This design comes from an exercise in tuning for small area on the open sky130 flow, not from production work.
RTL that was checked went through simulation tests only; none was proved equivalent to the original.
Only the layout flow was run in runs 3 to 5; the RTL was not checked for function there.
The clock port is modelled as an ideal driver; clocking choices that lean on that would not hold on a real chip.
Power is estimated from default activity; no workload was simulated.

File: design/flow/run.sh
#!/bin/bash
# synth_recipe.tcl (not shown) runs the flow's synth.tcl, then flattens the netlist and writes it again
# the make line also repeats each setting of config.mk as NAME=value (left out here)
make -C /OpenROAD-flow-scripts/flow DESIGN_CONFIG=/design/flow/config.mk WORK_HOME=/design/flow/orfs CLKGATE_MAP_FILE= SYNTH_SCRIPT=/design/flow/synth_recipe.tcl finish
File: design/flow/config.mk
export PLATFORM = sky130hd
export DESIGN_NAME = multi_clock_top
export DESIGN_NICKNAME = multi_clock_top
export VERILOG_FILES = /design/flow/design.v
export SDC_FILE = /design/flow/constraint.sdc
export NUM_CORES = 4
export LEC_CHECK = 0
export CAP_MARGIN = 20
export CORE_MARGIN = 2
export CORE_UTILIZATION = 40
export SLEW_MARGIN = 20
File: design/flow/constraint.sdc
create_clock -name core_clock -period 12.0 [get_ports {CLOCK_50}]
set_input_delay 2.4000 -clock core_clock [delete_from_list [all_inputs] [get_ports {CLOCK_50}]]
set_output_delay 2.4000 -clock core_clock [all_outputs]
set_load 0.01 [all_outputs]
File: design/flow/design.v
module multi_clock_top #(
    parameter REAL_CLK = 40,         
    parameter DEBOUNCE = 16,         
    parameter HOUR = 5,
    parameter MINUTE = 3,
    parameter SECOND = 21
)(
    input CLOCK_50,
    input [3: 0] KEY,
    input [17: 0] SW,
    output [3: 0] LEDG,
    output [6: 0] HEX0,
    output [6: 0] HEX2,
    output [6: 0] HEX3,
    output [6: 0] HEX4,
    output [6: 0] HEX5,
    output [6: 0] HEX6,
    output [6: 0] HEX7,
    output [6: 0] HEX1
);
    function [4: 0] s_inc(input [4: 0] x);
        begin
            s_inc[0] = ~((x[2] & x[4]) | (x[0]));
            s_inc[1] = (x[0] & ~x[1]) | (~x[0] & x[1]);
            s_inc[2] = (x[0] & x[1] & ~x[2]) | (~x[1] & x[2] & ~x[4]) | (~x[0] & x[1] & x[2]);
            s_inc[3] = (~x[2] & x[3]) | (~x[0] & x[3]) | (x[0] & x[1] & x[2] & ~x[3]) | (~x[1] & x[3]);
            s_inc[4] = (x[0] & x[1] & x[2] & x[3]) | (~x[2] & x[4]);
        end
    endfunction
    function [1: 0] m_inc(input [1: 0] x);
        begin
            m_inc[0] = ~((x[0]) | (x[1]));
            m_inc[1] = (x[0]);
        end
    endfunction
    function [2: 0] h_inc(input [2: 0] x);
        begin
            h_inc[0] = ~((x[0]) | (x[2]));
            h_inc[1] = (~x[0] & x[1]) | (x[0] & ~x[1]);
            h_inc[2] = (x[0] & x[1]);
        end
    endfunction
    function [5: 0] d_inc(input [5: 0] x);
        begin
            d_inc[0] = (~x[0]);
            d_inc[1] = (~x[0] & x[1]) | (x[0] & ~x[1]);
            d_inc[2] = (~x[0] & x[2]) | (~x[1] & x[2]) | (x[0] & x[1] & ~x[2]);
            d_inc[3] = (~x[1] & x[3]) | (~x[0] & x[3]) | (~x[2] & x[3]) | (x[0] & x[1] & x[2] & ~x[3] & ~x[5]);
            d_inc[4] = (x[0] & x[1] & x[2] & x[3] & ~x[4]) | (~x[3] & x[4]) | (~x[1] & x[4]) | (~x[2] & x[4]) | (~x[0] & x[4]);
            d_inc[5] = (~x[2] & x[5]) | (~x[1] & x[5]) | (~x[0] & x[5]) | (x[0] & x[1] & x[2] & x[3] & x[4]);
        end
    endfunction
    function [4: 0] s_step(input [5: 0] x);
        begin
            s_step[0] = ~((~x[1] & ~x[2] & ~x[3] & ~x[4] & ~x[5]) | (x[0]) | (x[2] & x[4] & x[5]));
            s_step[1] = ~((~x[1] & ~x[2] & ~x[3] & ~x[4] & ~x[5]) | (x[0] & ~x[1] & ~x[5]) | (~x[0] & x[1] & ~x[5]) | (x[0] & x[1] & x[5]) | (~x[0] & ~x[1] & x[5]));
            s_step[2] = (x[0] & ~x[1] & x[2]) | (~x[0] & x[2] & ~x[4] & x[5]) | (~x[0] & ~x[1] & ~x[2] & ~x[5]) | (x[1] & x[2] & ~x[5]) | (x[0] & x[1] & ~x[2] & x[5]);
            s_step[3] = (x[0] & x[3] & ~x[5]) | (~x[0] & x[1] & x[3]) | (x[0] & x[1] & x[2] & ~x[3] & x[5]) | (~x[1] & x[2] & x[3]) | (~x[2] & x[3] & x[5]) | (~x[0] & ~x[1] & ~x[2] & x[4] & ~x[5]);
            s_step[4] = (x[2] & x[4] & ~x[5]) | (x[0] & x[4]) | (~x[2] & x[4] & x[5]) | (~x[0] & ~x[1] & ~x[2] & ~x[3] & ~x[4] & ~x[5]) | (x[1] & x[4]) | (x[0] & x[1] & x[2] & x[3] & x[5]);
        end
    endfunction
    function [1: 0] m_step(input [2: 0] x);
        begin
            m_step[0] = (~x[0] & ~x[1] & x[2]) | (x[1] & ~x[2]);
            m_step[1] = (x[0] & x[2]) | (~x[0] & ~x[1] & ~x[2]);
        end
    endfunction
    function [2: 0] h_step(input [3: 0] x);
        begin
            h_step[0] = ~((~x[1] & ~x[2] & ~x[3]) | (x[0]) | (x[2] & x[3]));
            h_step[1] = (x[0] & x[1] & ~x[3]) | (x[2] & ~x[3]) | (~x[0] & x[1] & x[3]) | (x[0] & ~x[1] & x[3]);
            h_step[2] = (x[0] & x[1] & x[3]) | (~x[0] & ~x[1] & ~x[2] & ~x[3]);
        end
    endfunction
    function [6: 0] seg_su(input [4: 0] x);
        begin
            seg_su[0] = ~((x[0] & x[2]) | (x[4]) | (~x[0] & ~x[2]) | (x[1] & ~x[3]) | (~x[1] & x[3]));
            seg_su[1] = (x[0] & x[1] & x[2] & x[3]) | (x[0] & ~x[1] & x[2] & ~x[3]) | (~x[0] & x[1] & x[2] & ~x[3]) | (~x[0] & ~x[1] & ~x[2] & x[4]);
            seg_su[2] = ~((~x[2] & x[3]) | (x[4]) | (~x[1] & ~x[3]) | (x[1] & x[2]) | (x[0]));
            seg_su[3] = ~((~x[0] & ~x[2]) | (~x[1] & x[3]) | (x[1] & ~x[2] & ~x[3]) | (x[2] & x[4]) | (x[0] & ~x[1] & x[2]) | (~x[0] & x[1] & ~x[3]) | (x[0] & x[2] & x[3]));
            seg_su[4] = (~x[1] & x[2] & ~x[3] & ~x[4]) | (x[0]) | (x[1] & x[2] & x[3]);
            seg_su[5] = (x[0] & x[1] & ~x[2] & ~x[4]) | (~x[1] & x[2] & x[3]) | (x[1] & ~x[2] & ~x[3] & ~x[4]) | (x[0] & x[1] & ~x[3] & ~x[4]) | (x[0] & ~x[1] & ~x[2] & ~x[3]);
            seg_su[6] = (~x[1] & ~x[2] & ~x[3] & ~x[4]) | (x[2] & x[4]) | (x[0] & ~x[1] & x[4]) | (x[0] & x[1] & x[2] & ~x[3]) | (x[1] & ~x[2] & x[3]);
        end
    endfunction
    function [6: 0] seg_st(input [4: 0] x);
        begin
            seg_st[0] = (x[1] & x[3]) | (x[2] & x[3]) | (~x[2] & x[4]);
            seg_st[1] = 1'b0;
            seg_st[2] = (x[2] & x[4]);
            seg_st[3] = (x[1] & x[3]) | (x[2] & x[3]) | (~x[2] & x[4]);
            seg_st[4] = (x[1] & x[3]) | (x[2] & x[3]) | (~x[2] & x[4]);
            seg_st[5] = (x[1] & x[3]) | (x[4]) | (x[2] & x[3]);
            seg_st[6] = ~((x[2] & x[4]));
        end
    endfunction
    function [6: 0] seg_m(input [1: 0] x);
        begin
            seg_m[0] = (x[0]);
            seg_m[1] = 1'b0;
            seg_m[2] = (x[1]);
            seg_m[3] = (x[0]);
            seg_m[4] = (x[0]);
            seg_m[5] = (x[0]) | (x[1]);
            seg_m[6] = (~x[1]);
        end
    endfunction
    function [6: 0] seg_h(input [2: 0] x);
        begin
            seg_h[0] = (x[0] & ~x[1]) | (x[2]);
            seg_h[1] = 1'b0;
            seg_h[2] = (~x[0] & x[1]);
            seg_h[3] = (x[0] & ~x[1]) | (x[2]);
            seg_h[4] = (x[0]) | (x[2]);
            seg_h[5] = (x[0]) | (x[1]);
            seg_h[6] = ~((x[1]) | (x[2]));
        end
    endfunction
    function [6: 0] seg_mode(input [3: 0] x);
        begin
            seg_mode[0] = ~((x[3]) | (x[0] & ~x[1]) | (~x[0] & x[1]) | (~x[2]));
            seg_mode[1] = (~x[0] & ~x[1] & x[3]);
            seg_mode[2] = (x[0] & ~x[1] & ~x[3]);
            seg_mode[3] = (~x[0] & ~x[1] & x[2] & ~x[3]) | (x[0] & x[1] & ~x[3]) | (x[0] & ~x[1] & x[3]);
            seg_mode[4] = ~((~x[0] & x[2] & x[3]) | (~x[2] & ~x[3]) | (x[0] & ~x[1] & ~x[3]));
            seg_mode[5] = (x[0] & ~x[1]) | (~x[0] & x[2] & ~x[3]);
            seg_mode[6] = ~((~x[0] & x[3]) | (x[0] & ~x[3]) | (x[1]));
        end
    endfunction
    wire top_rst = SW[17];
    reg [5: 0] div;
    wire tick = div[5] & div[2] & div[1] & div[0];
    always @(posedge CLOCK_50) begin
        if (top_rst || tick) div <= 6'd0;
        else div <= d_inc(div);
    end
    reg [1: 0] dq [0: 3];
    reg [3: 0] dc [0: 3];
    wire [3: 0] p;   
    genvar gi;
    generate
        for (gi = 0; gi < 4; gi = gi + 1) begin: gen_db
            wire tap = KEY[gi];
            wire [1: 0] q = dq[gi];
            wire [3: 0] c = dc[gi];
            assign p[gi] = (q == 2'd2) & ~tap;
            always @(posedge CLOCK_50) begin
                if (top_rst) begin
                    dq[gi] <= 2'd1;
                    dc[gi] <= 4'd0;
                end
                else begin
                    case (q)
                        2'd1: dq[gi] <= (tap | (c != 4'd0)) ? 2'd1 : 2'd0;
                        2'd0: dq[gi] <= (~tap & (c == 4'd15)) ? 2'd2 : 2'd0;
                        2'd3: dq[gi] <= tap ? 2'd1 : 2'd3;
                        2'd2: dq[gi] <= tap ? 2'd0 : 2'd3;
                    endcase
                    dc[gi] <= (q == 2'd0 && !tap) ? dc[gi] + 1'b1 : (q == 2'd3 && tap) ? 4'd1 : 4'd0;
                end
            end
        end
    endgenerate
    reg [1: 0] grp, sub;
    wire in_ts = (grp == 2'd1);
    wire in_al = (grp == 2'd3);
    always @(posedge CLOCK_50) begin
        if (top_rst) begin
            grp <= 2'd0;
            sub <= 2'd0;
        end
        else if (p[0]) begin
            grp <= grp + 1'b1;
            sub <= 2'd0;
        end
        else if (p[1] && grp[0]) begin
            sub <= (sub == 2'd3) ? 2'd1 : sub + 1'b1;
        end
    end
    assign HEX1 = seg_mode({grp, sub});
    wire fl_h = (sub == 2'd1);
    wire fl_m = (sub == 2'd2);
    wire fl_s = (sub == 2'd3);
    reg [4: 0] d_s;
    reg [1: 0] d_m;
    reg [2: 0] d_h;
    wire [4: 0] n_s = s_step({p[2], d_s});
    wire [1: 0] n_m = m_step({p[2], d_m});
    wire [2: 0] n_h = h_step({p[2], d_h});
    wire adj = p[2] | p[3];
    reg [4: 0] ts_s, ck_s;
    reg [1: 0] ts_m, ck_m;
    reg [2: 0] ts_h, ck_h;
    reg modified;
    always @(posedge CLOCK_50) begin
        if (top_rst) begin
            ts_h <= 3'd2;
            ts_m <= 2'd0;
            ts_s <= 5'd0;
            modified <= 1'b0;
        end
        else if (grp == 2'd0 && p[0]) begin
            ts_h <= ck_h;
            ts_m <= ck_m;
            ts_s <= ck_s;
            modified <= 1'b0;
        end
        else if (in_ts && p[0]) begin
            modified <= 1'b0;
        end
        else if (in_ts && sub != 2'd0 && adj) begin
            modified <= 1'b1;
            if (fl_s) ts_s <= n_s;
            if (fl_m) ts_m <= n_m;
            if (fl_h) ts_h <= n_h;
        end
    end
    wire ck_en = SW[2] & tick;
    wire ck_s_w = ck_s[4] & ck_s[2];     
    wire ck_m_w = ck_m[1];               
    always @(posedge CLOCK_50) begin
        if (top_rst || SW[16]) begin
            ck_h <= 3'd2;
            ck_m <= 2'd0;
            ck_s <= 5'd0;
        end
        else if (modified) begin
            ck_h <= ts_h;
            ck_m <= ts_m;
            ck_s <= ts_s;
        end
        else if (ck_en) begin
            ck_s <= s_inc(ck_s);
            if (ck_s_w) begin
                ck_m <= m_inc(ck_m);
                if (ck_m_w) ck_h <= h_inc(ck_h);
            end
        end
    end
    reg [4: 0] al_s;
    reg [1: 0] al_m;
    reg [2: 0] al_h;
    reg alarming;
    always @(posedge CLOCK_50) begin
        if (top_rst || SW[15]) begin
            al_h <= 3'd2;
            al_m <= 2'd0;
            al_s <= 5'd0;
            alarming <= 1'b0;
        end
        else begin
            if (SW[1]) begin
                if ({ck_h, ck_m, ck_s} == {al_h, al_m, al_s}) alarming <= 1'b1;
                else if (SW[3]) alarming <= 1'b0;
            end
            else alarming <= 1'b0;
            if (in_al && adj) begin
                if (fl_s) al_s <= n_s;
                if (fl_m) al_m <= n_m;
                if (fl_h) al_h <= n_h;
            end
        end
    end
    reg [5: 0] sdiv;
    reg [4: 0] sw_s;
    reg [1: 0] sw_m;
    reg [2: 0] sw_h;
    wire stick = SW[0] & sdiv[5] & sdiv[2] & sdiv[1] & sdiv[0];
    always @(posedge CLOCK_50) begin
        if (top_rst || SW[14]) begin
            sdiv <= 6'd0;
            sw_h <= 3'd0;
            sw_m <= 2'd0;
            sw_s <= 5'd0;
        end
        else begin
            if (SW[0]) sdiv <= stick ? 6'd0 : d_inc(sdiv);
            if (stick) begin
                sw_s <= s_inc(sw_s);
                if (sw_s[4] & sw_s[2]) begin
                    sw_m <= m_inc(sw_m);
                    if (sw_m[1]) sw_h <= h_inc(sw_h);
                end
            end
        end
    end
    reg [2: 0] den;  
    always @(posedge CLOCK_50) begin
        if (top_rst) den <= 3'b111;
        else if (tick) begin
            den[0] <= (fl_s | alarming) ? ~den[0] : 1'b1;
            den[1] <= (fl_m | alarming) ? ~den[1] : 1'b1;
            den[2] <= (fl_h | alarming) ? ~den[2] : 1'b1;
        end
    end
    always @(*) begin
        case (grp)
            2'd0: {d_h, d_m, d_s} = {ck_h, ck_m, ck_s};
            2'd1: {d_h, d_m, d_s} = {ts_h, ts_m, ts_s};
            2'd2: {d_h, d_m, d_s} = {sw_h, sw_m, sw_s};
            default: {d_h, d_m, d_s} = {al_h, al_m, al_s};
        endcase
    end
    assign HEX2 = seg_su(d_s) | {7{~den[0]}};
    assign HEX3 = seg_st(d_s) | {7{~den[0]}};
    assign HEX4 = seg_m(d_m) | {7{~den[1]}};
    assign HEX5 = {1'b1, {6{~den[1]}}};
    assign HEX6 = seg_h(d_h) | {7{~den[2]}};
    assign HEX7 = {1'b1, {6{~den[2]}}};
    assign HEX0 = SW[1] ? 7'b0100011 : 7'b1111111;
    assign LEDG = {2'b00, SW[0], modified};
endmodule
==> results of run 1 <==
final cells by class:
cell class                 instances  area share (%)
clock buffer                      12            4.28
tap                              172            3.59
inverter                          44            2.76
clock inverter                     4            1.17
sequential                        85            28.4
multi-input combinational        448            48.5
timing repair buffer              69            11.4
how the worst max path moves through the flow:
stage	startpoint	to	slack, ps	cells after the start
4_1_cts	SW[0]	LEDG[1]	5980	2
3_3_place_gp	SW[0]	LEDG[1]	5980	2
3_5_place_dp	SW[0]	LEDG[1]	5980	2
5_1_grt	SW[0]	LEDG[1]	5920	2
6_report	SW[0]	LEDG[1]	5980	2
2_1_floorplan	SW[1]	HEX0[3]	6920	2
worst reg2reg max path: cells and delay by family, from the launching register on:
| family | cells | cell delay (ps) |
|---|---|---|
| compound gates | 2 | 860 |
| fa+ha+maj | 1 | 370 |
| simple gates | 2 | 230 |
| flops | 1 | 510 |
| buf+inv | 1 | 140 |
| mux | 2 | 550 |
through the flow:
step	cells	cell area, sq um	setup WS, ps
6_report	834	5990	5980
5_1_grt	834	5990	5920
4_1_cts	834	5990	5980
3_5_place_dp	818	5670	5980
3_3_place_gp	818	5670	5980
2_1_floorplan	642	5150	6920
cell usage after synthesis, drive strengths merged, types with 3 or more instances:
master	n
a22oi	7
ha	26
xor2	7
inv	44
or4	4
o211ai	7
buf	45
clkbuf	20
dfxtp	85
nand4	5
a31oi	10
a222oi	10
nor4b	4
nand2	39
o21ai	32
o22ai	4
or2	4
nor3	27
a211oi	4
nand3	29
mux2i	19
and3	9
nor4	8
nor2b	3
mux2	10
and2	7
nand2b	9
a21oi	44
nor2	65
a41oi	7
xnor2	16
logic make-up (layout without fill, tap and decap cells):
| group | count (synthesis) | count (layout) | share of synthesized area, % |
|---|---|---|---|
| other | 2 | 7 | 0.146 |
| adder cells (fa/ha/maj) | 26 | 26 | 6.34 |
| AND/OR/NAND/NOR | 219 | 219 | 21.4 |
| buffers and inverters | 109 | 129 | 10.5 |
| flip-flops | 85 | 85 | 33.2 |
| multiplexers | 29 | 29 | 5.98 |
| XOR/XNOR | 23 | 23 | 3.93 |
| AO/OA/AOI/OAI | 144 | 144 | 18.5 |
cell usage in the layout (no fill, tap or decap), drive strengths merged, types with 8 or more instances in the layout:
cell / n
mux2i: 19
nor2: 65
a222oi: 10
a21oi: 44
o21ai: 32
mux2: 10
clkbuf: 12
dfxtp: 85
nand2b: 9
nand2: 39
nor3: 27
nor4: 8
xnor2: 16
and3: 9
ha: 26
a31oi: 10
nand3: 29
clkdlybuf4s50: 65
inv: 44
sequential cells by signal, indices dropped and copies added, names as in the netlist, 3 cells and up:
signal,count
div,6
sw_h,3
al_h,3
den,3
ts_h,3
ck_h,3
dc,16
sdiv,6
ck_s,5
al_s,5
ts_s,5
sw_s,5
dq,8
per-layer routing:
metal	up-vias	global-route usage (%)
li1	2263	-
met1	2104	23.4
met2	61	30.1
met3	8	4.79
met4	0	3.84
met5	-	0
power by group:
group | total [W] | internal [W] | switching, W
clock | 0.000302 | 0.000193 | 0.000109
sequential | 0.000288 | 0.000285 | 0.00000289
combinational | 0.0000214 | 0.00000957 | 0.0000119
total | 0.000612 | 0.000488 | 0.000124
==> impl_metrics.csv, run 1 <==
group,metric,value,unit
timing,hold_ws,443,ps
detailed_routing,dr.pass1.iters,7,
detailed_routing,wl_met1,5520,microns
worst_setup_path,r2r_end,"al_s[0]$_SDFFE_PP0P_",
clock_network,hold_buffers,0,
global_routing,grt_overflow,0,
detailed_routing,wl_per_cell,14.2,microns
yosys,synth_cell_type_count,62,
global_routing,grt_max_degree,47,
placed_design,dp.final_hpwl,8700,microns
yosys,ys.warnings.count,3,
clock_network,clkSinkCount,85,
placed_design,io_buffers,65,
global_routing,grt_pass1_vias,4015,
floorplan,die_h,117,microns
layout,final-seq-area,1700,sq um
worst_setup_path,r2r_setup_slack,9230,ps
layout,multi_input_area,2900,sq um
floorplan,core_area,12600,sq um
timing,rsz0062_at_grt,"no",
worst_setup_path,cp_data_required_time,9600,ps
timing,fmaxAchievable,166,MHz
yosys,syn-instance-count,637,
hold_path,whs_path_depth,1,
floorplan,ios,83,
yosys,ys_seq_area_share,33.2,%
layout,nets,706,
worst_setup_path,ff2ff_path_depth,8,
hold_path,holdCritStartpoint,"div[0]$_SDFF_PP0_",
pwr,p_leak,2.21,nW
clock_network,cts_resized,0,
detailed_routing,drtIter0Drc,274,
detailed_routing,vias_per_cell,5.32,
worst_setup_path,path_cells,"clkdlybuf4s50_1 -> clkdlybuf4s50_1",
worst_setup_path,path_common_cell,"clkdlybuf4s50_1",
pwr,power.total,0.000612,W
worst_setup_path,worstSetupPathType,"in2out",
yosys,yosysTopAreaCellShare,33.2,%
timing,min_period_over_period,50.1,%
detailed_routing,drc,0,
clock_network,clockBufferDepth,2,
yosys,async_flop_share,0,%
timing,slew_headroom,45.2,%
yosys,ys.flop_type,"dfxtp_1",
detailed_routing,topRoutingLayerUsed,"met4",
timing,fin_crit,6020,ps
worst_setup_path,cp.buffers_inverters,2,
worst_setup_path,arrival,3620,ps
global_routing,grt_pass1_wl,19600,microns
global_routing,grt_usage,18.0,%
pwr,vdd_drop_max,70.4,uV
worst_setup_path,cp_slowest_cell,"clkdlybuf4s50_1",
yosys,synth_largest_area_cell,"dfxtp_1",
timing,tns,0,ps
worst_setup_path,r2r-start,"grp[0]$_SDFFE_PP0P_",
worst_setup_path,max_stage_delay,620,ps
clock_network,clk_latency,340,ps
layout,num_antenna_cells,0,
detailed_routing,wl_met3,369,microns
detailed_routing,wl_met2,5830,microns
clock_network,numCtsBuffers,9,
floorplan,die_w,117,microns
clock_network,h-tree-depth,3,
floorplan,rows,41,
detailed_routing,num_vias,4436,
yosys,syn_area,5130,sq um
layout,utilization,47.7,%
clock_network,cts_tree,"built",
yosys,synth_area_per_cell,8.05,sq um
layout,fillers,1227,
layout,syn_to_final_growth,16.9,%
global_routing,antenna_found_initial,0,
clock_network,post_cts_buffers,0,
timing,setup_viol,0,
timing,hold_violations,0,
outcome,run_status,"timing/DRC/antenna clean",
worst_setup_path,path_max_fanout,8,
job,maxCapViolCount,0,
layout,layout-drive-gt1-share,6.19,%
floorplan,die-area,13700,sq um
clock_network,cts-root-buf,"clkbuf_16",
timing,worst_slew_pin_slew,821,ps
hold_path,hold_class,"reg2reg",
detailed_routing,drtAntennaViolNets,0,
worst_setup_path,path_delay_family,"buffers and inverters",
timing,fin_skew,5.21,ps
worst_setup_path,cp-start-kind,"input pin",
yosys,synth_area_leaders,"dfxtp_1, ha_1, nor2_1",
yosys,synth_edf_count,0,
floorplan,start_util,40.8,%
placed_design,gp_congestion,0.832,
timing,finalMaxSlewViolations,0,
clock_network,clk_pin_slew,60,ps
worst_setup_path,crit_path_end_kind,"output port",
yosys,ys_ff_latch,85,
hold_path,worstHoldEndpoint,"div[0]$_SDFF_PP0_",
detailed_routing,drt_wl_total,11800,microns
pwr,powerDensity,102,nW/um^2
==> inputs of run 2 (changes only) <==
--- a/design/flow/config.mk
+++ b/design/flow/config.mk
@@ -10,2 +10,5 @@
 export CORE_UTILIZATION = 40
+export CTS_BUF_LIST = sky130_fd_sc_hd__clkbuf_8
+export CTS_CLUSTER_DIAMETER = 100
+export CTS_CLUSTER_SIZE = 30
 export SLEW_MARGIN = 20
==> run 2 against run 1 <==
Net effect: setup slack about the same; count of clock-buffer cells in the layout decreased by 1; final area decreased by 1.7%; still clean on timing, DRC and antenna; synthesized area unchanged; via count about the same; clock power decreased by 24%; flip-flop and latch count unchanged; register-to-register slack got worse by 20 ps; combinational power about the same; critical path depth unchanged; global-route usage about the same.
==> impl_metrics.csv, run 2 <==
group,metric,value,unit
timing,finalMaxSlewViolations,0,
worst_setup_path,crit_path_end_kind,"output port",
clock_network,clk_latency,380,ps
worst_setup_path,path_delay_family,"buffers and inverters",
placed_design,dp.final_hpwl,8700,microns
yosys,syn_area,5130,sq um
floorplan,die_h,117,microns
yosys,ys.warnings.count,3,
timing,tns,0,ps
layout,layout.cells.most_common,"dfxtp_1",
yosys,ys_seq_area_share,33.2,%
job,maxCapViolCount,0,
floorplan,die-area,13700,sq um
timing,slew_headroom,45.6,%
hold_path,whs_path_depth,1,
worst_setup_path,path_max_fanout,8,
worst_setup_path,cp_data_required_time,9600,ps
clock_network,clk_pin_slew,80,ps
timing,setup_ws,5980,ps
clock_network,cts_resized,0,
yosys,yosys-top-cells-count,"dfxtp_1, nor2_1, a21oi_1, inv_1, nand2_1",
global_routing,grt_usage,18.0,%
worst_setup_path,cp_slowest_cell,"clkdlybuf4s50_1",
pwr,swShare,21.7,%
timing,min_period_over_period,50.1,%
layout,largest-register,"dc",
floorplan,ios,83,
detailed_routing,num_vias,4437,
clock_network,post_cts_buffers,0,
detailed_routing,dr.pass1.iters,6,
yosys,synth_area_per_cell,8.05,sq um
worst_setup_path,ff2ff_path_depth,8,
clock_network,hold_buffers,0,
global_routing,grt_pass1_wl,19700,microns
pwr,pwr-share-seq,53.5,%
worst_setup_path,cp.buffers_inverters,2,
worst_setup_path,arrival,3620,ps
floorplan,core_area,12600,sq um
outcome,run_status,"timing/DRC/antenna clean",
layout,largest_reg_flops,16,
yosys,async_flop_share,0,%
layout,mostFrequentLayoutCells,"dfxtp_1, nor2_1, clkdlybuf4s50_1, inv_1, a21oi_1",
worst_setup_path,worstSetupPathType,"in2out",
global_routing,grt_pass1_vias,4015,
floorplan,rows,41,
clock_network,cts-root-buf,"clkbuf_8",
pwr,vdd_drop_max,83.1,uV
pwr,cellInternalPower,0.000421,W
yosys,ys_ff_latch,85,
yosys,syn-instance-count,637,
layout,final-seq-area,1700,sq um
timing,fin_skew,10.6,ps
placed_design,gp_congestion,0.832,
pwr,p_clk_share,42.6,%
worst_setup_path,path_cells,"clkdlybuf4s50_1 -> clkdlybuf4s50_1",
clock_network,clkSinkCount,85,
timing,setup_viol,0,
worst_setup_path,r2r_setup_slack,9210,ps
worst_setup_path,r2r_end,"al_s[0]$_SDFFE_PP0P_",
layout,fillers,1249,
layout,num_antenna_cells,0,
timing,worst_slew_pin_slew,816,ps
floorplan,die_w,117,microns
yosys,synth.most_common_cell,"dfxtp_1",
yosys,ys.flop_type,"dfxtp_1",
global_routing,grt_max_degree,47,
yosys,synth_edf_count,0,
clock_network,clockBufferDepth,2,
placed_design,io_buffers,65,
global_routing,grt_overflow,0,
pwr,switchingPower,0.000117,W
timing,rsz0062_at_grt,"no",
worst_setup_path,path_common_cell,"clkdlybuf4s50_1",
yosys,synth_cell_type_count,62,
hold_path,worstHoldEndpoint,"div[0]$_SDFF_PP0_",
detailed_routing,drtAntennaViolNets,0,
layout,reg_top3,"dc (16), dq (8)",
detailed_routing,wl_per_cell,14.2,microns
timing,fin_crit,6020,ps
layout,multi_input_area,2900,sq um
layout,layout-drive-gt1-share,6.19,%
global_routing,antenna_found_initial,0,
clock_network,h-tree-depth,3,
detailed_routing,vias_per_cell,5.32,
floorplan,start_util,40.8,%
yosys,yosysTopAreaCellShare,33.2,%
detailed_routing,drc,0,
yosys,synth_largest_area_cell,"dfxtp_1",
worst_setup_path,r2r-start,"grp[0]$_SDFFE_PP0P_",
placed_design,pre_cts_slack,5980,ps
clock_network,cts_tree,"built",
timing,fmaxAchievable,166,MHz
layout,nets,706,
layout,syn_to_final_growth,14.9,%
hold_path,holdCritStartpoint,"div[0]$_SDFF_PP0_",
detailed_routing,drtIter0Drc,257,
worst_setup_path,max_stage_delay,620,ps
hold_path,hold_class,"reg2reg",
worst_setup_path,cp-start-kind,"input pin",
pwr,p_comb_share,4.0,%
yosys,synth_area_leaders,"dfxtp_1, ha_1, nor2_1",
pwr,powerDensity,91.3,nW/um^2
pwr,p_leak,2.16,nW
detailed_routing,drt_wl_total,11900,microns
timing,hold_violations,0,
clock_network,numCtsBuffers,9,
## run 2: cell count changes in the layout (fill, tap and decap cells not counted)
| cell | delta |
|---|---|
| clkbuf_1 | -1 |
| clkbuf_16 | -9 |
| inv_1 | +1 |
| clkbuf_8 | +9 |
## run 2: worst max-delay path by stage
stage | to | cells past startpoint | start
after floorplan | HEX0[3] | 2 | SW[1]
after global placement | LEDG[1] | 2 | SW[0]
after detailed placement | LEDG[1] | 2 | SW[0]
after CTS | LEDG[1] | 2 | SW[0]
after global routing | HEX2[3] | 8 | grp[0]$_SDFFE_PP0P_
final | LEDG[1] | 2 | SW[0]
## run 2: per-stage QoR
step	hold WS (ps)	power (W)	cell area [sq um]	std cells	util, %
after CTS	446	0.000545	5890	834	46.9
after global placement	428	0.000315	5670	818	45.1
after detailed placement	434	0.000316	5670	818	45.1
final	446	0.000538	5890	834	46.9
after global routing	485	0.000561	5890	834	46.9
after floorplan	413	0.000308	5150	642	-
## run 2: cell type report
cell class                 instances  area share [%]
clock buffer                      11            2.57
sequential                        85            28.9
clock inverter                     5            1.25
multi-input combinational        448            49.3
inverter                          44            2.80
timing repair buffer              69            11.6
tap                              172            3.65
## run 2: power by group through the flow
stage	clock [W]	sequential, W	combinational, W
floorplan	0	0.000293	0.0000150
global placement	0	0.000294	0.0000210
detailed placement	0	0.000294	0.0000214
CTS	0.000236	0.000287	0.0000215
global route	0.000248	0.000288	0.0000241
finish	0.000229	0.000288	0.0000213
## run 2: worst reg2reg max path, cell delays in order, from the launching register on
cell	delay (ps)
dfxtp_1	520
inv_1	140
ha_1	360
a222oi_1	520
mux2_1	400
nand2_1	180
o311a_1	360
mux2i_1	160
nor2_1	50
## run 2: metal layers
metal	up-vias	global-route usage, %	routed length [microns]
met5	-	0	0
met1	2111	23.3	5560
met4	0	3.76	93
met2	55	30.2	5830
li1	2263	-	-
met3	8	4.99	375
## run 2: cell families after synthesis
group	share of synthesized area, %
AND/OR/NAND/NOR	21.4
AO/OA/AOI/OAI	18.5
buffers and inverters	10.5
flip-flops	33.2
multiplexers	5.98
adder cells (fa/ha/maj)	6.34
XOR/XNOR	3.93
other	0.146
==> inputs of run 3 (changes only) <==
--- a/design/flow/design.v
+++ b/design/flow/design.v
@@ -42,12 +42,2 @@
     endfunction
-    function [5: 0] d_inc(input [5: 0] x);
-        begin
-            d_inc[0] = (~x[0]);
-            d_inc[1] = (~x[0] & x[1]) | (x[0] & ~x[1]);
-            d_inc[2] = (~x[0] & x[2]) | (~x[1] & x[2]) | (x[0] & x[1] & ~x[2]);
-            d_inc[3] = (~x[1] & x[3]) | (~x[0] & x[3]) | (~x[2] & x[3]) | (x[0] & x[1] & x[2] & ~x[3] & ~x[5]);
-            d_inc[4] = (x[0] & x[1] & x[2] & x[3] & ~x[4]) | (~x[3] & x[4]) | (~x[1] & x[4]) | (~x[2] & x[4]) | (~x[0] & x[4]);
-            d_inc[5] = (~x[2] & x[5]) | (~x[1] & x[5]) | (~x[0] & x[5]) | (x[0] & x[1] & x[2] & x[3] & x[4]);
-        end
-    endfunction
     function [4: 0] s_step(input [5: 0] x);
@@ -129,11 +119,41 @@
     endfunction
+    function [0: 0] db_f(input [4: 0] x);
+        begin
+            db_f[0] = (x[3] & x[4]) | (x[1] & x[4]) | (x[0] & x[2]) | (~x[1] & ~x[3] & ~x[4]);
+        end
+    endfunction
+    function [0: 0] db_isf(input [4: 0] x);
+        begin
+            db_isf[0] = ~((~x[0] & ~x[1] & ~x[2] & ~x[3]) | (x[2] & x[3] & x[4]));
+        end
+    endfunction
+    function [0: 0] db_ish(input [4: 0] x);
+        begin
+            db_ish[0] = (x[2] & x[3] & x[4]);
+        end
+    endfunction
+    function [0: 0] db_ist(input [4: 0] x);
+        begin
+            db_ist[0] = (x[0] & x[1] & x[2] & ~x[4]);
+        end
+    endfunction
+    function [0: 0] div_f(input [5: 0] x);
+        begin
+            div_f[0] = ~((~x[1] & ~x[2] & x[4] & ~x[5]) | (x[1] & x[3] & x[4]) | (x[0] & x[1] & x[3] & ~x[5]) | (~x[1] & ~x[4] & x[5]) | (x[1] & ~x[3] & x[5]));
+        end
+    endfunction
+    function [0: 0] div_t(input [5: 0] x);
+        begin
+            div_t[0] = ~((x[0]) | (x[4]) | (x[2]) | (x[1]));
+        end
+    endfunction
+    localparam [5: 0] DIV_S0 = 6'd17;
     wire top_rst = SW[17];
     reg [5: 0] div;
-    wire tick = div[5] & div[2] & div[1] & div[0];
+    wire tick = div_t(div);
     always @(posedge CLOCK_50) begin
-        if (top_rst || tick) div <= 6'd0;
-        else div <= d_inc(div);
+        if (top_rst) div <= DIV_S0;
+        else div <= {div[4: 0], div_f(div)};
     end
-    reg [1: 0] dq [0: 3];
-    reg [3: 0] dc [0: 3];
+    reg [4: 0] db [0: 3];
     wire [3: 0] p;   
@@ -143,19 +163,8 @@
             wire tap = KEY[gi];
-            wire [1: 0] q = dq[gi];
-            wire [3: 0] c = dc[gi];
-            assign p[gi] = (q == 2'd2) & ~tap;
+            wire [4: 0] s = db[gi];
+            assign p[gi] = db_ist(s) & ~tap;
             always @(posedge CLOCK_50) begin
-                if (top_rst) begin
-                    dq[gi] <= 2'd1;
-                    dc[gi] <= 4'd0;
-                end
-                else begin
-                    case (q)
-                        2'd1: dq[gi] <= (tap | (c != 4'd0)) ? 2'd1 : 2'd0;
-                        2'd0: dq[gi] <= (~tap & (c == 4'd15)) ? 2'd2 : 2'd0;
-                        2'd3: dq[gi] <= tap ? 2'd1 : 2'd3;
-                        2'd2: dq[gi] <= tap ? 2'd0 : 2'd3;
-                    endcase
-                    dc[gi] <= (q == 2'd0 && !tap) ? dc[gi] + 1'b1 : (q == 2'd3 && tap) ? 4'd1 : 4'd0;
-                end
+                if (top_rst) db[gi] <= 5'b00000;
+                else if (tap) db[gi] <= {db_ish(s), 3'b000, db_isf(s)};
+                else db[gi] <= {s[3: 0], db_f(s)};
             end
@@ -267,6 +276,6 @@
     reg [2: 0] sw_h;
-    wire stick = SW[0] & sdiv[5] & sdiv[2] & sdiv[1] & sdiv[0];
+    wire stick = SW[0] & div_t(sdiv);
     always @(posedge CLOCK_50) begin
         if (top_rst || SW[14]) begin
-            sdiv <= 6'd0;
+            sdiv <= DIV_S0;
             sw_h <= 3'd0;
@@ -276,3 +285,3 @@
         else begin
-            if (SW[0]) sdiv <= stick ? 6'd0 : d_inc(sdiv);
+            if (SW[0]) sdiv <= {sdiv[4: 0], div_f(sdiv)};
             if (stick) begin
--- a/design/flow/config.mk
+++ b/design/flow/config.mk
@@ -10,5 +10,2 @@
 export CORE_UTILIZATION = 40
-export CTS_BUF_LIST = sky130_fd_sc_hd__clkbuf_8
-export CTS_CLUSTER_DIAMETER = 100
-export CTS_CLUSTER_SIZE = 30
 export SLEW_MARGIN = 20
==> run 3 against run 2 <==
Net effect: final area is 3.8% lower; power is 16% higher; final cell count is 7.9% lower; critical path depth stayed put; hold slack better by 34 ps; combinational power is 36% higher; flip-flop and latch count is 4 lower; sequential share of layout area is 0.26 points lower; utilization is 0.68 points higher; setup slack worse by 130 ps; register-to-register slack worse by 110 ps; sequential power is 3% lower; critical endpoint unchanged.
==> impl_metrics.csv, run 3 <==
group,metric,value,unit
detailed_routing,num_vias,4261,
pwr,p_clk_share,50.8,%
timing,fin_crit,6140,ps
yosys,ys_ff_latch,81,
worst_setup_path,path_common_cell,"clkdlybuf4s50_1",
yosys,yosysTopAreaCellShare,33.6,%
yosys,syn-instance-count,592,
worst_setup_path,arrival,3740,ps
clock_network,hold_buffers,0,
placed_design,io_buffers,65,
clock_network,numCtsBuffers,9,
timing,rsz0062_at_grt,"no",
outcome,run_status,"timing/DRC/antenna clean",
worst_setup_path,r2r_setup_slack,9100,ps
floorplan,start_util,40.6,%
timing,worst_slew_pin_slew,757,ps
hold_path,hold_class,"reg2reg",
floorplan,core_area,11900,sq um
timing,slew_headroom,48.5,%
floorplan,die-area,13000,sq um
timing,setup_viol,0,
pwr,vdd_drop_max,87.2,uV
yosys,ys_seq_area_share,33.6,%
worst_setup_path,worstSetupPathType,"in2out",
clock_network,clk_latency,340,ps
detailed_routing,wl_per_cell,15.0,microns
worst_setup_path,cp_data_required_time,9600,ps
timing,tns,0,ps
worst_setup_path,cp_slowest_cell,"clkdlybuf4s50_1",
yosys,ys.warnings.count,2,
pwr,switchingPower,0.000133,W
clock_network,cts-root-buf,"clkbuf_16",
layout,layout-drive-gt1-share,6.60,%
yosys,synth_cell_type_count,70,
pwr,swShare,21.3,%
worst_setup_path,r2r-start,"grp[1]$_SDFFE_PP0P_",
yosys,async_flop_share,0,%
clock_network,cts_tree,"built",
clock_network,post_cts_buffers,0,
pwr,p_comb_share,4.6,%
clock_network,clkSinkCount,81,
yosys,yosys-top-cells-count,"dfxtp_1, a21oi_1, nor2_1",
job,maxCapViolCount,0,
layout,utilization,47.6,%
layout,layout.cells.most_common,"dfxtp_1",
clock_network,h-tree-depth,3,
detailed_routing,drtIter0Drc,292,
worst_setup_path,ff2ff_path_depth,8,
clock_network,cts_resized,0,
pwr,powerDensity,110,nW/um^2
worst_setup_path,path_cells,"clkdlybuf4s50_1 -> clkdlybuf4s50_1",
yosys,ys.flop_type,"dfxtp_1",
worst_setup_path,max_stage_delay,720,ps
detailed_routing,drc,0,
worst_setup_path,cp-start-kind,"input pin",
worst_setup_path,r2r_end,"ts_s[3]$_SDFFE_PP0P_",
timing,fmaxAchievable,163,MHz
pwr,cellInternalPower,0.000492,W
detailed_routing,drtAntennaViolNets,0,
yosys,synth.most_common_cell,"dfxtp_1",
timing,hold_violations,0,
detailed_routing,dr.pass1.iters,5,
yosys,synth_area_per_cell,8.16,sq um
worst_setup_path,startpoint,"SW[0]",
timing,min_period_over_period,51.2,%
layout,largest_reg_flops,20,
floorplan,die_w,114,microns
global_routing,grt_max_degree,43,
pwr,pwr-share-seq,44.6,%
yosys,synth_largest_area_cell,"dfxtp_1",
placed_design,dp.final_hpwl,8340,microns
worst_setup_path,path_delay_family,"buffers and inverters",
worst_setup_path,path_max_fanout,10,
layout,nets,655,
detailed_routing,drt_wl_total,11500,microns
clock_network,clk_pin_slew,60,ps
layout,syn_to_final_growth,17.2,%
clock_network,clockBufferDepth,2,
yosys,synth_area_leaders,"dfxtp_1, a21oi_1, buf_4",
layout,largest-register,"db",
floorplan,die_h,114,microns
layout,fillers,1196,
global_routing,antenna_found_initial,0,
layout,reg_top3,"db (20), div (6), sdiv (6)",
floorplan,rows,40,
yosys,syn_area,4830,sq um
placed_design,gp_congestion,0.800,
layout,mostFrequentLayoutCells,"dfxtp_1, clkdlybuf4s50_1, a21oi_1, nor2_1, nand2_1",
pwr,p_leak,2.05,nW
global_routing,grt_pass1_wl,19300,microns
global_routing,grt_pass1_vias,3971,
worst_setup_path,cp-endpoint,"LEDG[1]",
detailed_routing,vias_per_cell,5.55,
worst_setup_path,crit_path_end_kind,"output port",
global_routing,grt_usage,18.2,%
global_routing,grt_overflow,0,
yosys,synth_edf_count,0,
worst_setup_path,path_depth,2,
timing,fin_skew,5.57,ps
timing,finalMaxSlewViolations,0,
floorplan,ios,83,
worst_setup_path,cp.buffers_inverters,2,
layout,num_antenna_cells,0,
## run 3: cell count changes after synthesis, moves of 10 or more
cell     change
ha_1        -10
nor2_1      -15
nor3_1      -14
inv_1       -23
a21oi_1     +16
## run 3: power groups by stage
stage          Combinational, W  Sequential, W  Clock, W
2_1_floorplan         0.0000210       0.000283         0
3_3_place_gp          0.0000282       0.000284         0
3_5_place_dp          0.0000290       0.000285         0
4_1_cts               0.0000292       0.000279  0.000325
5_1_grt               0.0000323       0.000279  0.000333
6_report              0.0000289       0.000279  0.000317
## run 3: metrics by stage
stage	cells	instance area, sq um	hold slack, ps	worst slack [ps]	total power, W
floorplan	597	4850	433	6920	0.000304
global placement	751	5310	450	5870	0.000313
detailed placement	751	5310	464	5850	0.000314
CTS	767	5660	470	5840	0.000633
global route	768	5670	507	5800	0.000645
finish	768	5670	480	5860	0.000625
## run 3: per-layer routing
metal	GRT usage [%]	up-vias	share of wire, %
li1	-	2139	-
met2	29.2	129	46
met3	3.99	9	6.4
met4	3.82	0	0.65
met1	25.3	1984	47
met5	0	-	0
## run 3: area by class of cell
class                      count  area [sq um]  share of cell area [%]
multi-input combinational    434          2760                    48.7
inverter                      22          82.6                    1.46
clock buffer                  10           229                    4.04
timing repair buffer          68           673                    11.9
sequential                    81          1620                    28.6
tap                          147           184                    3.25
clock inverter                 6           115                    2.03
## run 3: worst min path at each step
stage                     cells past startpoint  slack, ps              endpoint                  from
after global placement                        1        450     div[4]$_SDFF_PP1_     div[3]$_SDFF_PP0_
after floorplan                               1        430     div[4]$_SDFF_PP1_     div[3]$_SDFF_PP0_
after global routing                          2        510  ck_m[1]$_SDFFE_PP0P_  ts_m[1]$_SDFFE_PP0P_
after detailed placement                      2        460  ck_m[1]$_SDFFE_PP0P_  ts_m[1]$_SDFFE_PP0P_
final                                         2        480  ck_m[1]$_SDFFE_PP0P_  ts_m[1]$_SDFFE_PP0P_
after CTS                                     2        470  ck_m[1]$_SDFFE_PP0P_  ts_m[1]$_SDFFE_PP0P_
## run 3: logic make-up after synthesis
kind of cell             count (synthesis)  share of synthesized area (%)
AO/OA/AOI/OAI                          166                           22.5
XOR/XNOR                                20                           3.63
adder cells (fa/ha/maj)                 16                           4.14
buffers and inverters                   82                           9.71
flip-flops                              81                           33.6
multiplexers                            20                           4.53
other                                    2                          0.155
AND/OR/NAND/NOR                        205                           21.8
## run 3: worst min-delay path: cells and delay by family (launching register included)
| kind | cells | cell delay (ps) |
|---|---|---|
| DFF | 1 | 320 |
| and+or+nand+nor | 1 | 60 |
| AOI/OAI and AO/OA | 1 | 50 |
==> inputs of run 4 (changes only) <==
==> design/flow/flow/run.sh (new file) <==
#!/bin/bash
# Own layout flow: the standard ORFS flow (standard.sh) with
#  - the port buffers made of the smallest buffer cell,
#  - clock tree synthesis without dummy loads, from one large clock buffer type,
#  - no full/half adder cell extraction in synthesis (registers unchanged).
# Each make step writes its own log under orfs/logs; make's output goes to standard.log.
set -euo pipefail
export BUFFER_PORTS_ARGS="-buffer_cell sky130_fd_sc_hd__buf_1"
export CTS_ARGS="-sink_clustering_enable -repair_clock_nets -dont_use_dummy_load -buf_list sky130_fd_sc_hd__clkbuf_16 -sink_clustering_size 100 -sink_clustering_max_diameter 500"
export ADDER_MAP_FILE=""
bash standard.sh > standard.log 2>&1
==> design/flow/standard.sh (new file) <==
#!/bin/bash
# synth_recipe.tcl (not shown) runs the flow's synth.tcl, then flattens the netlist and writes it again
# the make line also repeats each setting of config.mk as NAME=value (left out here)
make -C /OpenROAD-flow-scripts/flow DESIGN_CONFIG=/design/flow/config.mk WORK_HOME=/design/flow/orfs CLKGATE_MAP_FILE= SYNTH_SCRIPT=/design/flow/synth_recipe.tcl "${@:-finish}"
removed: design/flow/run.sh
==> run 4 against run 3 <==
Net effect: die area down 0.40%; synthesized area decreased by 0.41%; critical endpoint unchanged; final area decreased by 9.2%; combinational power decreased by 15%; clock power down 28%; first-iteration DRC count increased by 2.4%; sequential power barely moved; hold slack got worse by 13 ps; count of clock-buffer cells in the layout fell by 1; final cell count is 3.3% lower; utilization down 4.2 points; highest routed layer unchanged; largest power group is now registers.
==> impl_metrics.csv, run 4 <==
group,metric,value,unit
timing,fmaxAchievable,188,MHz
timing,setup_viol,0,
clock_network,numCtsBuffers,9,
clock_network,h-tree-depth,3,
worst_setup_path,path_cells,"buf_1 -> buf_1",
job,maxCapViolCount,0,
layout,final-seq-area,1620,sq um
layout,mostFrequentLayoutCells,"dfxtp_1, buf_1, nor2_1, nand2_1, o21ai_0",
pwr,cellInternalPower,0.000414,W
detailed_routing,num_vias,4173,
worst_setup_path,ff2ff_path_depth,6,
timing,fin_crit,5330,ps
yosys,ys_ff_latch,81,
pwr,vdd_drop_max,48.5,uV
yosys,ys_seq_area_share,33.7,%
global_routing,met1_usage,24.5,%
global_routing,grt_overflow,0,
layout,layout.cells.most_common,"dfxtp_1",
placed_design,gp_congestion,0.852,
pwr,p_comb_share,4.6,%
worst_setup_path,cp-start-kind,"input pin",
yosys,syn-instance-count,575,
worst_setup_path,path_common_cell,"buf_1",
pwr,power.total,0.000531,W
floorplan,core_area,11900,sq um
yosys,synth_area_per_cell,8.37,sq um
yosys,synth.most_common_cell,"dfxtp_1",
pwr,p_clk_share,42.9,%
clock_network,clk_pin_slew,50,ps
timing,tns,0,ps
yosys,syn_area,4810,sq um
clock_network,clk_latency,340,ps
worst_setup_path,cp.buffers_inverters,2,
worst_setup_path,arrival,2930,ps
layout,syn_to_final_growth,6.86,%
worst_setup_path,r2r_setup_slack,9500,ps
clock_network,hold_buffers,0,
global_routing,grt_max_degree,32,
global_routing,top_usage_layer,"met2",
layout,nets,621,
layout,finalInstanceArea,5140,sq um
worst_setup_path,cp-endpoint,"LEDG[1]",
timing,worst_slew_pin_slew,697,ps
timing,min_period_over_period,44.4,%
worst_setup_path,path_depth,2,
timing,rsz0062_at_grt,"no",
pwr,pwr-share-seq,52.5,%
yosys,synth_area_leaders,"dfxtp_1, buf_4, mux4_2",
timing,slew_headroom,53.5,%
pwr,switchingPower,0.000116,W
worst_setup_path,r2r-start,"grp[1]$_SDFFE_PP0P_",
layout,multi_input_area,2750,sq um
worst_setup_path,cp_slowest_cell,"buf_1",
clock_network,post_cts_buffers,0,
detailed_routing,drc,0,
detailed_routing,dr.pass1.iters,4,
yosys,ys.flop_type,"dfxtp_1",
clock_network,cts_tree,"built",
detailed_routing,vias_per_cell,5.62,
detailed_routing,drt_wl_total,11800,microns
yosys,async_flop_share,0,%
yosys,synth_largest_area_cell,"dfxtp_1",
placed_design,placed_area,4910,sq um
worst_setup_path,worstSetupPathType,"in2out",
yosys,synth_cell_type_count,67,
placed_design,dp.final_hpwl,8600,microns
floorplan,start_util,40.6,%
worst_setup_path,startpoint,"SW[0]",
pwr,swShare,22.0,%
detailed_routing,drtAntennaViolNets,0,
detailed_routing,wl_per_cell,15.9,microns
worst_setup_path,crit_path_end_kind,"output port",
worst_setup_path,path_delay_family,"buffers and inverters",
layout,largest-register,"db",
clock_network,cts_resized,0,
global_routing,grt_pass1_wl,19400,microns
global_routing,use_met3,3.08,%
floorplan,die_w,114,microns
global_routing,grt_use_met2,31.6,%
layout,fillers,1189,
yosys,yosysTopAreaCellShare,33.7,%
global_routing,grt_usage,18.9,%
global_routing,antenna_found_initial,0,
layout,num_antenna_cells,0,
floorplan,die-area,12900,sq um
floorplan,die_h,114,microns
placed_design,io_buffers,65,
clock_network,clockBufferDepth,2,
yosys,yosys-top-cells-count,"dfxtp_1, nor2_1, nand2_1",
worst_setup_path,path_max_fanout,8,
pwr,p_leak,1.91,nW
global_routing,grt_pass1_vias,3840,
clock_network,cts-root-buf,"clkbuf_16",
layout,layout-drive-gt1-share,6.88,%
layout,largest_reg_flops,20,
detailed_routing,drtIter0Drc,299,
hold_path,hold_class,"reg2reg",
timing,fin_skew,7.98,ps
outcome,run_status,"timing/DRC/antenna clean",
yosys,ys.warnings.count,2,
floorplan,ios,83,
clock_network,clkSinkCount,81,
layout,reg_top3,"db (20), div (6), sdiv (6)",
worst_setup_path,max_stage_delay,330,ps
yosys,synth_edf_count,0,
worst_setup_path,r2r_end,"ts_s[3]$_SDFFE_PP0P_",
floorplan,rows,40,
pwr,powerDensity,103,nW/um^2
worst_setup_path,cp_data_required_time,9600,ps
timing,finalMaxSlewViolations,0,
timing,hold_violations,0,
[run 4: cell types whose count changed after synthesis, sizes merged, moves of 5 or more]
| cell | delta |
|---|---|
| a21oi | -33 |
| nand3 | -19 |
| ha | -16 |
| and2 | +13 |
| o21ai | +12 |
| a22oi | -11 |
| mux4 | +10 |
| a222oi | -9 |
| nor2 | +8 |
| clkbuf | +6 |
| o2111ai | +5 |
[run 4: area by class of cell]
type | count | share of cell area, %
sequential | 81 | 31.5
clock buffer | 9 | 4.38
timing repair buffer | 69 | 5.33
inverter | 23 | 1.68
multi-input combinational | 414 | 53.5
tap | 147 | 3.58
[run 4: cells by family (layout without fill, tap and decap cells)]
logic type	Yosys count	after routing	share of synthesized area (%)
compound gates	132	132	18.6
xor+xnor	26	26	4.73
fa+ha+maj	1	1	0.208
buf+inv	85	101	9.70
flops	81	81	33.7
mux	33	33	9.59
other cells	2	7	0.156
simple gates	215	215	23.3
[run 4: worst min path at each step]
| stage | start | end | slack [ps] | cells after the start |
|---|---|---|---|---|
| after floorplan | div[3]$_SDFF_PP0_ | div[4]$_SDFF_PP1_ | 430 | 1 |
| after global placement | div[3]$_SDFF_PP0_ | div[4]$_SDFF_PP1_ | 450 | 1 |
| after detailed placement | db[3][3]$_SDFF_PP0_ | db[3][4]$_SDFF_PP0_ | 460 | 2 |
| after CTS | db[3][3]$_SDFF_PP0_ | db[3][4]$_SDFF_PP0_ | 470 | 2 |
| after global routing | db[1][3]$_SDFF_PP0_ | db[1][4]$_SDFF_PP0_ | 500 | 2 |
| final | db[1][3]$_SDFF_PP0_ | db[1][4]$_SDFF_PP0_ | 470 | 2 |
[run 4: per-stage QoR]
stage | hold slack [ps] | worst slack [ps] | util (%) | instances
floorplan | 433 | 6920 | - | 580
global placement | 454 | 6680 | 41.4 | 734
detailed placement | 459 | 6660 | 41.4 | 734
CTS | 467 | 6650 | 43.3 | 743
global route | 498 | 6620 | 43.4 | 743
finish | 467 | 6670 | 43.4 | 743
[run 4: per-layer routing]
metal,vias up,part of all wire (%)
met5,-,0
li1,2055,-
met2,93,50
met1,2012,44
met4,0,1.7
met3,13,4.0
[run 4: power groups by stage]
| stage | Clock [W] | Sequential, W | Combinational (W) |
|---|---|---|---|
| after global routing | 0.000247 | 0.000279 | 0.0000277 |
| after detailed placement | 0 | 0.000284 | 0.0000245 |
| after global placement | 0 | 0.000284 | 0.0000238 |
| final | 0.000228 | 0.000278 | 0.0000245 |
| after CTS | 0.000234 | 0.000278 | 0.0000246 |
| after floorplan | 0 | 0.000282 | 0.0000202 |
==> inputs of run 5 (changes only) <==
==> design/flow/flow/run.sh (replaced) <==
#!/bin/bash
# Own layout flow: the standard ORFS flow (standard.sh) with
#  - the port buffers made of the smallest buffer cell,
#  - clock tree synthesis without dummy loads, each clock buffer then sized to
#    the smallest clkbuf that keeps the register clock slew low (clock_buffers.tcl),
#  - no full/half adder cell extraction in synthesis (registers unchanged).
# Each ORFS step writes its own log under orfs/logs; make's output goes to standard.log.
set -euo pipefail
here=$(cd "$(dirname "$0")" && pwd)
export BUFFER_PORTS_ARGS="-buffer_cell sky130_fd_sc_hd__buf_1"
export CTS_ARGS="-sink_clustering_enable -repair_clock_nets -dont_use_dummy_load -root_buf sky130_fd_sc_hd__clkbuf_4 -buf_list sky130_fd_sc_hd__clkbuf_4"
export POST_CTS_TCL="$here/clock_buffers.tcl"
export ADDER_MAP_FILE=""
bash standard.sh > standard.log 2>&1
==> design/flow/flow/clock_buffers.tcl (new file) <==
# Size each clock tree buffer to the smallest clkbuf whose loads see a slew
# of at most CLK_SLEW_TARGET (ns), then legalize the placement again.
set clk_sizes {sky130_fd_sc_hd__clkbuf_2 sky130_fd_sc_hd__clkbuf_4 sky130_fd_sc_hd__clkbuf_8 sky130_fd_sc_hd__clkbuf_16}
# loads of a buffer are registers (CLK pins) or other clock buffers
set target 0.10
set root_target 0.25
set block [ord::get_db_block]
set bufs {}
foreach inst [$block getInsts] {
  if {[string match "sky130_fd_sc_hd__clkbuf_*" [[$inst getMaster] getName]]} { lappend bufs $inst }
}
proc load_slew {inst} {
  set worst 0
  set net [[$inst findITerm X] getNet]
  foreach it [$net getITerms] {
    if {[$it isInputSignal] || [[$it getMTerm] getName] == "CLK" || [[$it getMTerm] getName] == "A"} {
      if {[$it getInst] == $inst} continue
      set pin [get_pins [[$it getInst] getName]/[[$it getMTerm] getName]]
      set s [get_property $pin slew_max]
      if {$s > $worst} { set worst $s }
    }
  }
  return $worst
}
# start every buffer at the smallest size, then grow the ones that are too slow
foreach inst $bufs { $inst swapMaster [[ord::get_db] findMaster [lindex $clk_sizes 0]] }
for {set iter 0} {$iter < 6} {incr iter} {
  estimate_parasitics -placement
  set changed 0
  foreach inst $bufs {
    set s [load_slew $inst]
    set m [[$inst getMaster] getName]
    set i [lsearch $clk_sizes $m]
    set net_in [[$inst findITerm A] getNet]
    set t [expr {[$net_in getName] == "CLOCK_50" ? $root_target : $target}]
    if {$s > $t && $i < [llength $clk_sizes] - 1} {
      $inst swapMaster [[ord::get_db] findMaster [lindex $clk_sizes [expr $i + 1]]]
      set changed 1
    }
  }
  if {!$changed} break
}
foreach inst $bufs { puts "clock buffer [$inst getName] [[$inst getMaster] getName] load slew [load_slew $inst]" }
detailed_placement
estimate_parasitics -placement
--- a/design/flow/config.mk
+++ b/design/flow/config.mk
@@ -9,3 +9,3 @@
 export CORE_MARGIN = 2
-export CORE_UTILIZATION = 40
+export CORE_UTILIZATION = 60
 export SLEW_MARGIN = 20
==> run 5 against run 4 <==
Net effect: synthesized area unchanged; final area is 3.6% lower; die area fell by 32%; clock power shrank 37%; critical path type is now reg2out; largest cell class unchanged; global-route usage is 6.6 points higher.
==> impl_metrics.csv, run 5 <==
group,metric,value,unit
pwr,swShare,24.1,%
floorplan,die_h,93.6,microns
clock_network,clk_latency,420,ps
global_routing,antenna_found_initial,0,
placed_design,placed_area,4840,sq um
layout,largest-register,"db",
placed_design,gp_congestion,0.890,
timing,hold_ws,472,ps
floorplan,die-area,8750,sq um
clock_network,cts_tree,"built",
timing,setup_viol,0,
clock_network,clk_pin_slew,80,ps
yosys,ys_ff_latch,81,
detailed_routing,vias_per_cell,5.90,
layout,nets,619,
yosys,synth.most_common_cell,"dfxtp_1",
floorplan,ios,83,
timing,rsz0062_at_grt,"no",
global_routing,grt_pass1_wl,17800,microns
yosys,yosysTopAreaCellShare,33.7,%
floorplan,die_w,93.6,microns
yosys,synth_area_leaders,"dfxtp_1, buf_4, mux4_2",
global_routing,grt_max_degree,32,
yosys,synth_edf_count,0,
worst_setup_path,crit_path_end_kind,"output port",
pwr,vdd_drop_max,73.6,uV
timing,fin_crit,5420,ps
layout,layout-drive-gt1-share,6.40,%
pwr,cellInternalPower,0.000338,W
yosys,ys_seq_area_share,33.7,%
detailed_routing,drc,0,
timing,hold_violations,0,
detailed_routing,drtAntennaViolNets,0,
worst_setup_path,ff2ff_path_depth,5,
pwr,switchingPower,0.000107,W
layout,mostFrequentLayoutCells,"dfxtp_1, buf_1, nor2_1, nand2_1, o21ai_0",
layout,finalInstanceArea,4960,sq um
worst_setup_path,cp_data_required_time,9600,ps
timing,min_period_over_period,45.2,%
pwr,pwr-share-seq,62.5,%
detailed_routing,wl_per_cell,15.7,microns
layout,largest_reg_flops,20,
global_routing,grt_usage,25.5,%
yosys,yosys-top-cells-count,"dfxtp_1, nor2_1, nand2_1",
timing,setup_ws,6580,ps
placed_design,pre_cts_slack,6680,ps
detailed_routing,drt_wl_total,10900,microns
layout,fillers,725,
layout,multi_input_area,2760,sq um
worst_setup_path,cp-start-kind,"flop",
floorplan,start_util,62.0,%
layout,final-seq-area,1620,sq um
detailed_routing,num_vias,4105,
detailed_routing,dr.pass1.iters,5,
floorplan,rows,32,
yosys,synth_area_per_cell,8.37,sq um
clock_network,clkSinkCount,81,
layout,syn_to_final_growth,3.02,%
layout,layout.cells.most_common,"dfxtp_1",
timing,worst_slew_pin_slew,1070,ps
yosys,syn-instance-count,575,
yosys,async_flop_share,0,%
yosys,syn_area,4810,sq um
hold_path,hold_class,"reg2reg",
layout,reg_top3,"db (20), div (6), sdiv (6)",
placed_design,dp.final_hpwl,7910,microns
pwr,p_leak,1.85,nW
timing,tns,0,ps
placed_design,io_buffers,65,
global_routing,grt_overflow,0,
outcome,run_status,"timing/DRC/antenna clean",
yosys,ys.flop_type,"dfxtp_1",
timing,finalMaxSlewViolations,0,
job,maxCapViolCount,0,
pwr,powerDensity,89.8,nW/um^2
yosys,synth_cell_type_count,67,
worst_setup_path,path_max_fanout,22,
worst_setup_path,arrival,3020,ps
timing,fmaxAchievable,184,MHz
pwr,p_comb_share,5.4,%
timing,slew_headroom,28.3,%
layout,num_antenna_cells,0,
pwr,p_clk_share,32.1,%
global_routing,grt_pass1_vias,3574,
timing,fin_skew,25.2,ps
yosys,ys.warnings.count,2,
floorplan,core_area,7770,sq um
yosys,synth_largest_area_cell,"dfxtp_1",
detailed_routing,drtIter0Drc,278,
worst_setup_path,r2r_setup_slack,9180,ps
worst_setup_path,worstSetupPathType,"reg2out",
hold_path,whs_path_depth,2,
[run 5: cell type report]
class,instances,share of cell area [%]
multi-input combinational,414,55.6
tap,102,2.57
timing repair buffer,67,5.22
sequential,81,32.7
inverter,23,1.74
clock buffer,9,2.12
[run 5: routing by layer]
metal / global-route usage (%) / vias to the layer above / part of all wire (%)
li1: - / 2053 / -
met1: 37.1 / 1935 / 50
met2: 39.3 / 108 / 44
met3: 3.38 / 9 / 4.5
met4: 8.09 / 0 / 0.98
met5: 0 / - / 0
[run 5: path summary, 6_finish.rpt]
| kind | endpoint | startpoint |
|---|---|---|
| hold reg to reg | db[3][4]$_SDFF_PP0_ | db[3][3]$_SDFF_PP0_ |
| setup reg to reg | ts_s[0]$_SDFFE_PP0P_ | grp[0]$_SDFFE_PP0P_ |
| hold / removal | db[3][4]$_SDFF_PP0_ | db[3][3]$_SDFF_PP0_ |
| setup / recovery | HEX2[5] | grp[0]$_SDFFE_PP0P_ |
[run 5: kinds of logic after synthesis]
kind of cell | count (synthesis) | share of synthesized area [%]
other cells | 2 | 0.156
mux | 33 | 9.59
compound gates | 132 | 18.6
xor+xnor | 26 | 4.73
simple gates | 215 | 23.3
buf+inv | 85 | 9.70
flops | 81 | 33.7
fa+ha+maj | 1 | 0.208
[run 5: stage by stage]
stage               power [W]  utilization (%)  cells
floorplan            0.000303                -    580
detailed placement   0.000308             62.4    687
global placement     0.000307             62.4    687
finish               0.000445             63.8    696
global route         0.000461             63.8    696
[run 5: critical path, cell delays in order (launching register included)]
cell	delay (ps)
dfxtp_1	980
mux4_2	670
inv_1	130
maj3_1	370
o21a_1	190
o21ai_1	100
buf_1	150
[run 5: power groups by stage]
| stage | registers (W) | clock network, W | logic [W] |
|---|---|---|---|
| floorplan | 0.000282 | 0 | 0.0000202 |
| detailed placement | 0.000284 | 0 | 0.0000238 |
| finish | 0.000278 | 0.000143 | 0.0000240 |
| global placement | 0.000284 | 0 | 0.0000233 |
| global route | 0.000279 | 0.000155 | 0.0000271 |

-- re-timing with driven ports --
How much do the figures lean on ideal ports? The routed layouts below were timed once more, with nothing changed but the port constraints.
Step 1 assumes that a clkbuf_16 drives the clock port and a buf_2 every other input.
Step 2 also shifts input and output timing later by t, the mid clock arrival at the registers, as if the neighbouring blocks saw the same clock.
a / b / c = no drivers / after step 1 / after step 2; a / b = the first two.
run	t, ns	setup slack, ns	hold slack, ns	slew at the worst register clock pin (ns)
run 1	0.378	5.985 / 5.958 / 5.958	0.443 / 0.443 / 0.443	0.06 / 0.06
run 2	0.407	5.984 / 5.957 / 5.957	0.446 / 0.446 / 0.446	0.08 / 0.08
run 3	0.370	5.858 / 5.834 / 5.834	0.480 / 0.480 / 0.480	0.06 / 0.06
run 4	0.370	6.668 / 6.646 / 6.646	0.467 / 0.467 / 0.467	0.06 / 0.06
run 5	0.444	6.578 / 6.546 / 6.647	0.472 / 0.472 / 0.472	0.09 / 0.09
After both steps every run listed still meets setup and hold.
